What follows belongs to an exercise in optimizing a design on an open flow for small area and a short achievable clock period; a production flow would make more cautious choices. No activity file was given, so power comes from the tool's default toggle rates.

PW:
==> module queue, before the edit <==
module queue(clk,rst,datain,rw,dataout,full,empty);
  input clk,rst,rw;
  input [7:0] datain;
  output reg full, empty;
  output reg [7:0] dataout;
  reg [15:0] wcol, wrow;     
  reg [15:0] rcol, rrow;     
  reg nfull, nempty;         
  wire push = rw & nfull;
  wire pop  = ~rw & nempty;
  wire [15:0] wcol_n = {wcol[14:0], wcol[15]};
  wire [15:0] wrow_n = wcol[15] ? {wrow[14:0], wrow[15]} : wrow;
  wire [15:0] rcol_n = {rcol[14:0], rcol[15]};
  wire [15:0] rrow_n = rcol[15] ? {rrow[14:0], rrow[15]} : rrow;
  wire last_out = (|(rcol_n & wcol)) & (|(rrow_n & wrow));
  wire last_in  = (|(wcol_n & rcol)) & (|(wrow_n & rrow));
  wire [15:0] wcol_en = wcol & {16{nfull}};
  reg [7:0] mem [0:255];
  genvar i, r;
  generate
    for (i = 0; i < 256; i = i + 1) begin : g_mem
      always @(posedge clk)
        if (wrow[i/16] & wcol_en[i%16])
          mem[i] <= datain;
    end
  endgenerate
  wire [7:0] rowdata [0:15];
  generate
    for (r = 0; r < 16; r = r + 1) begin : g_row
      integer c;
      reg [7:0] acc;
      always @* begin
        acc = 8'd0;
        for (c = 0; c < 16; c = c + 1)
          acc = acc | (mem[r*16+c] & {8{rcol[c]}});
      end
      assign rowdata[r] = acc;
    end
  endgenerate
  reg [7:0] rdata;
  integer k;
  always @* begin
    rdata = 8'd0;
    for (k = 0; k < 16; k = k + 1)
      rdata = rdata | (rowdata[k] & {8{rrow[k]}});
  end
  always @(posedge clk) begin
    if (rst) begin
      wcol <= 16'd1;
      wrow <= 16'd1;
      rcol <= 16'd1;
      rrow <= 16'd1;
      full <= 1'b0;
      empty <= 1'b1;
      nfull <= 1'b1;
      nempty <= 1'b0;
      dataout <= 8'd0;
    end else begin
      if (push) begin
        wcol <= wcol_n;
        wrow <= wrow_n;
        empty <= 1'b0;
        full <= last_in;
        nempty <= 1'b1;
        nfull <= ~last_in;
      end
      if (pop) begin
        rcol <= rcol_n;
        rrow <= rrow_n;
        full <= 1'b0;
        empty <= last_out;
        nfull <= 1'b1;
        nempty <= ~last_out;
        dataout <= rdata;
      end
    end
  end
endmodule
clock: 6.0 ns
lec_check: 0
cap_margin: 20
core_margin: 2
core_utilization: 55
cts_cluster_diameter: 100
cts_cluster_size: 24
setup_slack_margin: 3.5
slew_margin: 20
run.sh (not shown) runs the stock make flow with config.mk's settings and CLKGATE_MAP_FILE= SYNTH_SCRIPT=/design/flow/synth_recipe.tcl, a recipe that flattens the netlist after the stock synthesis.
Setup changes, PW to AL
==> flow/design.v <==
module queue(clk,rst,datain,rw,dataout,full,empty);
  input clk,rst,rw;
  input [7:0] datain;
  output reg full, empty;
  output reg [7:0] dataout;
  reg [15:0] nwcol, nwrow;   
  reg [15:0] rcol, rrow;     
  reg [15:0] nrcol;          
  reg nfull, nempty;         
  wire push = rw & nfull;
  wire pop  = ~rw & nempty;
  wire [15:0] nwcol_n = {nwcol[14:0], nwcol[15]};
  wire [15:0] nwrow_n = nwcol[15] ? nwrow : {nwrow[14:0], nwrow[15]};
  wire [15:0] rcol_n = {rcol[14:0], rcol[15]};
  wire [15:0] rrow_n = rcol[15] ? {rrow[14:0], rrow[15]} : rrow;
  wire last_out = (|(rcol_n & ~nwcol)) & (|(rrow_n & ~nwrow));
  wire last_in  = (|(~nwcol_n & rcol)) & (|(~nwrow_n & rrow));
  wire [15:0] nwcol_en = nwcol | {16{~nfull}};
  reg [7:0] nmem [0:255];
  genvar i, r;
  generate
    for (i = 0; i < 256; i = i + 1) begin : g_mem
      always @(posedge clk)
        if (~(nwrow[i/16] | nwcol_en[i%16]))
          nmem[i] <= ~datain;
    end
  endgenerate
  wire [7:0] rowdata [0:15];
  generate
    for (r = 0; r < 16; r = r + 1) begin : g_row
      integer c;
      reg [7:0] acc;
      always @* begin
        acc = 8'd0;
        for (c = 0; c < 16; c = c + 1)
          acc = acc | (~nmem[r*16+c] & {{4{~nrcol[c]}}, {4{rcol[c]}}});
      end
      assign rowdata[r] = acc;
    end
  endgenerate
  reg [7:0] rdata;
  integer k;
  always @* begin
    rdata = 8'd0;
    for (k = 0; k < 16; k = k + 1)
      rdata = rdata | (rowdata[k] & {8{rrow[k]}});
  end
  always @(posedge clk) begin
    if (rst) begin
      nwcol <= ~16'd1;
      nwrow <= ~16'd1;
      rcol <= 16'd1;
      nrcol <= ~16'd1;
      rrow <= 16'd1;
      full <= 1'b0;
      empty <= 1'b1;
      nfull <= 1'b1;
      nempty <= 1'b0;
      dataout <= 8'd0;
    end else begin
      if (push) begin
        nwcol <= nwcol_n;
        nwrow <= nwrow_n;
        empty <= 1'b0;
        full <= last_in;
        nempty <= 1'b1;
        nfull <= ~last_in;
      end
      if (pop) begin
        rcol <= rcol_n;
        nrcol <= {nrcol[14:0], nrcol[15]};
        rrow <= rrow_n;
        full <= 1'b0;
        empty <= last_out;
        nfull <= 1'b1;
        nempty <= ~last_out;
        dataout <= rdata;
      end
    end
  end
endmodule
Notes after the runs:
- When AL is set beside PW, its power dissipated in the clock network turns out to be about 0.7% larger.
- AL leaves less setup margin than PW.
- | highest clock frequency the design can meet | AL vs PW | about 9% lower |
- Between PW and AL, the clock transition at the registers of the reported paths does not differ in any meaningful way.
- Between AL and PW, it is AL whose cell count after placement is higher, by 47.
- [AL vs PW] share of the clock period used by the worst path after layout: higher in AL
- Side by side, part of the power in the clock network turned out lower in AL than in PW.
- Max largest incremental delay on the critical path across AL and PW: AL
- AL vs. PW: met2 track utilization from global routing moved up; combinational cell fraction of total power up 4.8 points; worst setup slack after placement shrank by 0.82 ns.
No functional check of the RTL was part of any run of this note.

Another version of the RTL of queue (not shown whole).
For scale: ~4400 cells after synthesis, roughly 2200 flip-flops, ~21 I/O pins, roughly 79000 sq um of cells after synthesis.
==> module queue, before the edit <==
module queue(clk,rst,datain,rw,dataout,full,empty);
  input clk,rst,rw;
  input [7:0] datain;
  output reg full, empty;
  output reg [7:0] dataout;
  reg wb;                    
  reg [15:0] nwcol;          
  reg [7:0] nwrow;           
  reg rb;
  reg [15:0] rcol;           
  reg [7:0] rrow;            
  reg [15:0] ecol;           
  reg [7:0] erow;            
  reg nfull, nempty;         
  wire push = rw & nfull;
  wire pop  = ~rw & nempty;
  wire [15:0] wcol = ~nwcol;
  wire [7:0] wrow = ~nwrow;
  wire [15:0] wcol_n = {wcol[14:0], wcol[15]};
  wire [7:0] wrow_n = wcol[15] ? {wrow[6:0], wrow[7]} : wrow;
  wire [15:0] rcol_n = {rcol[14:0], rcol[15]};
  wire [7:0] rrow_n = rcol[15] ? {rrow[6:0], rrow[7]} : rrow;
  wire same_cr    = (|(rcol & wcol)) & (|(rrow & wrow));
  wire r_next_cr  = (|(rcol_n & wcol)) & (|(rrow_n & wrow));   
  wire w_next_cr  = (|(wcol_n & rcol)) & (|(wrow_n & rrow));   
  wire last_out = rb ? (~wb & r_next_cr) : (wb & same_cr);
  wire last_in  = wb ? (~rb & w_next_cr) : (rb & same_cr);
  wire [15:0] nwcol_e = nwcol | {16{wb | ~nfull}};
  wire [15:0] nwcol_o = nwcol | {16{~wb | ~nfull}};
  reg [7:0] mem_e [0:127];
  reg [7:0] mem_o [0:127];
  genvar i, r;
  generate
    for (i = 0; i < 128; i = i + 1) begin : g_mem
      always @(posedge clk) begin
        if (~(nwrow[i/16] | nwcol_e[i%16]))
          mem_e[i] <= datain;
        if (~(nwrow[i/16] | nwcol_o[i%16]))
          mem_o[i] <= datain;
      end
    end
  endgenerate
  wire [15:0] ecol_n = {ecol[14:0], ecol[15]};
  wire [7:0] erow_n = ecol[15] ? {erow[6:0], erow[7]} : erow;
  wire [7:0] rowdata_e [0:7];
  wire [7:0] rowdata_o [0:7];
  generate
    for (r = 0; r < 8; r = r + 1) begin : g_row
      integer c;
      reg [7:0] acc_e, acc_o;
      always @* begin
        acc_e = 8'd0;
        acc_o = 8'd0;
        for (c = 0; c < 16; c = c + 1) begin
          acc_e = acc_e | (mem_e[r*16+c] & {8{ecol[c]}});
          acc_o = acc_o | (mem_o[r*16+c] & {8{rcol[c]}});
        end
      end
      assign rowdata_e[r] = acc_e;
      assign rowdata_o[r] = acc_o;
    end
  endgenerate
  reg [7:0] rdata_e, rdata_o;
  integer k;
  always @* begin
    rdata_e = 8'd0;
    rdata_o = 8'd0;
    for (k = 0; k < 8; k = k + 1) begin
      rdata_e = rdata_e | (rowdata_e[k] & {8{erow[k]}});
      rdata_o = rdata_o | (rowdata_o[k] & {8{rrow[k]}});
    end
  end
  reg [7:0] head_e, head_o;   
  reg [7:0] last_in_byte;     
  reg bypass;                 
  always @(posedge clk) begin
    head_e <= rdata_e;
    head_o <= rdata_o;
    last_in_byte <= datain;
  end
  always @(posedge clk) begin
    if (rst) begin
      wb <= 1'b0;
      nwcol <= ~16'd1;
      nwrow <= ~8'd1;
      rb <= 1'b0;
      rcol <= 16'd1;
      rrow <= 8'd1;
      ecol <= 16'd1;
      erow <= 8'd1;
      full <= 1'b0;
      empty <= 1'b1;
      nfull <= 1'b1;
      nempty <= 1'b0;
      bypass <= 1'b0;
      dataout <= 8'd0;
    end else begin
      bypass <= push & ~nempty;
      if (push) begin
        wb <= ~wb;
        if (wb) begin
          nwcol <= ~wcol_n;
          nwrow <= ~wrow_n;
        end
        empty <= 1'b0;
        full <= last_in;
        nempty <= 1'b1;
        nfull <= ~last_in;
      end
      if (pop) begin
        rb <= ~rb;
        if (rb) begin
          rcol <= rcol_n;
          rrow <= rrow_n;
        end else begin
          ecol <= ecol_n;
          erow <= erow_n;
        end
        full <= 1'b0;
        empty <= last_out;
        nfull <= 1'b1;
        nempty <= ~last_out;
        dataout <= bypass ? last_in_byte : (rb ? head_o : head_e);
      end
    end
  end
endmodule
Settings: LEC_CHECK=0, CAP_MARGIN=20, CORE_MARGIN=2, CORE_UTILIZATION=55, CTS_CLUSTER_DIAMETER=100, CTS_CLUSTER_SIZE=24, SETUP_SLACK_MARGIN=3.5, SLEW_MARGIN=20; clock period 6.0 ns.
Change:
--- a/flow/design.v
+++ b/flow/design.v
@@ -6,14 +6,12 @@
   reg wb;                    
   reg [15:0] nwcol;          
   reg [7:0] nwrow;           
   reg rb;
   reg [15:0] rcol;           
   reg [7:0] rrow;            
-  reg [15:0] ecol;           
-  reg [7:0] erow;            
   reg nfull, nempty;         
   wire push = rw & nfull;
   wire pop  = ~rw & nempty;
   wire [15:0] wcol = ~nwcol;
   wire [7:0] wrow = ~nwrow;
   wire [15:0] wcol_n = {wcol[14:0], wcol[15]};
@@ -24,39 +22,39 @@
   wire r_next_cr  = (|(rcol_n & wcol)) & (|(rrow_n & wrow));   
   wire w_next_cr  = (|(wcol_n & rcol)) & (|(wrow_n & rrow));   
   wire last_out = rb ? (~wb & r_next_cr) : (wb & same_cr);
   wire last_in  = wb ? (~rb & w_next_cr) : (rb & same_cr);
   wire [15:0] nwcol_e = nwcol | {16{wb | ~nfull}};
   wire [15:0] nwcol_o = nwcol | {16{~wb | ~nfull}};
-  reg [7:0] mem_e [0:127];
-  reg [7:0] mem_o [0:127];
+  reg [7:0] nmem_e [0:127];
+  reg [7:0] nmem_o [0:127];
   genvar i, r;
   generate
     for (i = 0; i < 128; i = i + 1) begin : g_mem
       always @(posedge clk) begin
         if (~(nwrow[i/16] | nwcol_e[i%16]))
-          mem_e[i] <= datain;
+          nmem_e[i] <= ~datain;
         if (~(nwrow[i/16] | nwcol_o[i%16]))
-          mem_o[i] <= datain;
+          nmem_o[i] <= ~datain;
       end
     end
   endgenerate
-  wire [15:0] ecol_n = {ecol[14:0], ecol[15]};
-  wire [7:0] erow_n = ecol[15] ? {erow[6:0], erow[7]} : erow;
+  wire [15:0] ecol = rb ? rcol_n : rcol;
+  wire [7:0] erow = rb ? rrow_n : rrow;
   wire [7:0] rowdata_e [0:7];
   wire [7:0] rowdata_o [0:7];
   generate
     for (r = 0; r < 8; r = r + 1) begin : g_row
       integer c;
       reg [7:0] acc_e, acc_o;
       always @* begin
         acc_e = 8'd0;
         acc_o = 8'd0;
         for (c = 0; c < 16; c = c + 1) begin
-          acc_e = acc_e | (mem_e[r*16+c] & {8{ecol[c]}});
-          acc_o = acc_o | (mem_o[r*16+c] & {8{rcol[c]}});
+          acc_e = acc_e | (~nmem_e[r*16+c] & {8{ecol[c]}});
+          acc_o = acc_o | (~nmem_o[r*16+c] & {8{rcol[c]}});
         end
       end
       assign rowdata_e[r] = acc_e;
       assign rowdata_o[r] = acc_o;
     end
   endgenerate
@@ -83,14 +81,12 @@
       wb <= 1'b0;
       nwcol <= ~16'd1;
       nwrow <= ~8'd1;
       rb <= 1'b0;
       rcol <= 16'd1;
       rrow <= 8'd1;
-      ecol <= 16'd1;
-      erow <= 8'd1;
       full <= 1'b0;
       empty <= 1'b1;
       nfull <= 1'b1;
       nempty <= 1'b0;
       bypass <= 1'b0;
       dataout <= 8'd0;
@@ -109,15 +105,12 @@
       end
       if (pop) begin
         rb <= ~rb;
         if (rb) begin
           rcol <= rcol_n;
           rrow <= rrow_n;
-        end else begin
-          ecol <= ecol_n;
-          erow <= erow_n;
         end
         full <= 1'b0;
         empty <= last_out;
         nfull <= 1'b1;
         nempty <= ~last_out;
         dataout <= bypass ? last_in_byte : (rb ? head_o : head_e);
Effect: Via count increases by a few percent; non-clock buffer count is higher by 199; combinational power climbs to 3.6 times its value; power goes up by a little under a tenth; sequential share of layout area goes down by 1.8 points; design area grows slightly.
No functional check of the RTL was part of any run of this note.

separate check: timing with driven ports:
The results above use ideal ports. As a check the final layouts listed here were re-extracted and re-timed, cells and wires unchanged.
Step 1: set_driving_cell puts a clkbuf_16 on clk and a buf_2 on each other input, an assumption about the parent block.
Step 2 also shifts input and output timing later by t, the mid clock arrival at the registers, as if the neighbouring blocks saw the same clock.
a / b / c = ideal / step 1 / step 2; a / b = the first two.
run	t, ns	setup slack, ns	hold slack, ns	worst data-port slew with drivers (ns)	pins driven straight from the clock port
PW	0.817	3.020 / 3.020 / 2.628	0.528 / 0.528 / 0.528	0.13	1
AL	0.835	2.707 / 2.707 / 2.707	0.475 / 0.475 / 0.475	0.10	1
the first run of note 2	0.833	3.320 / 3.320 / 2.704	0.483 / 0.483 / 0.483	0.19	1
the second run of note 2	0.850	3.383 / 3.374 / 2.622	0.463 / 0.463 / 0.463	0.15	1
After both steps setup and hold are still met in every run listed. The setup slack of the second run of note 2, which loses most, moves by -0.009 ns with the drivers and by -0.761 ns with both steps.
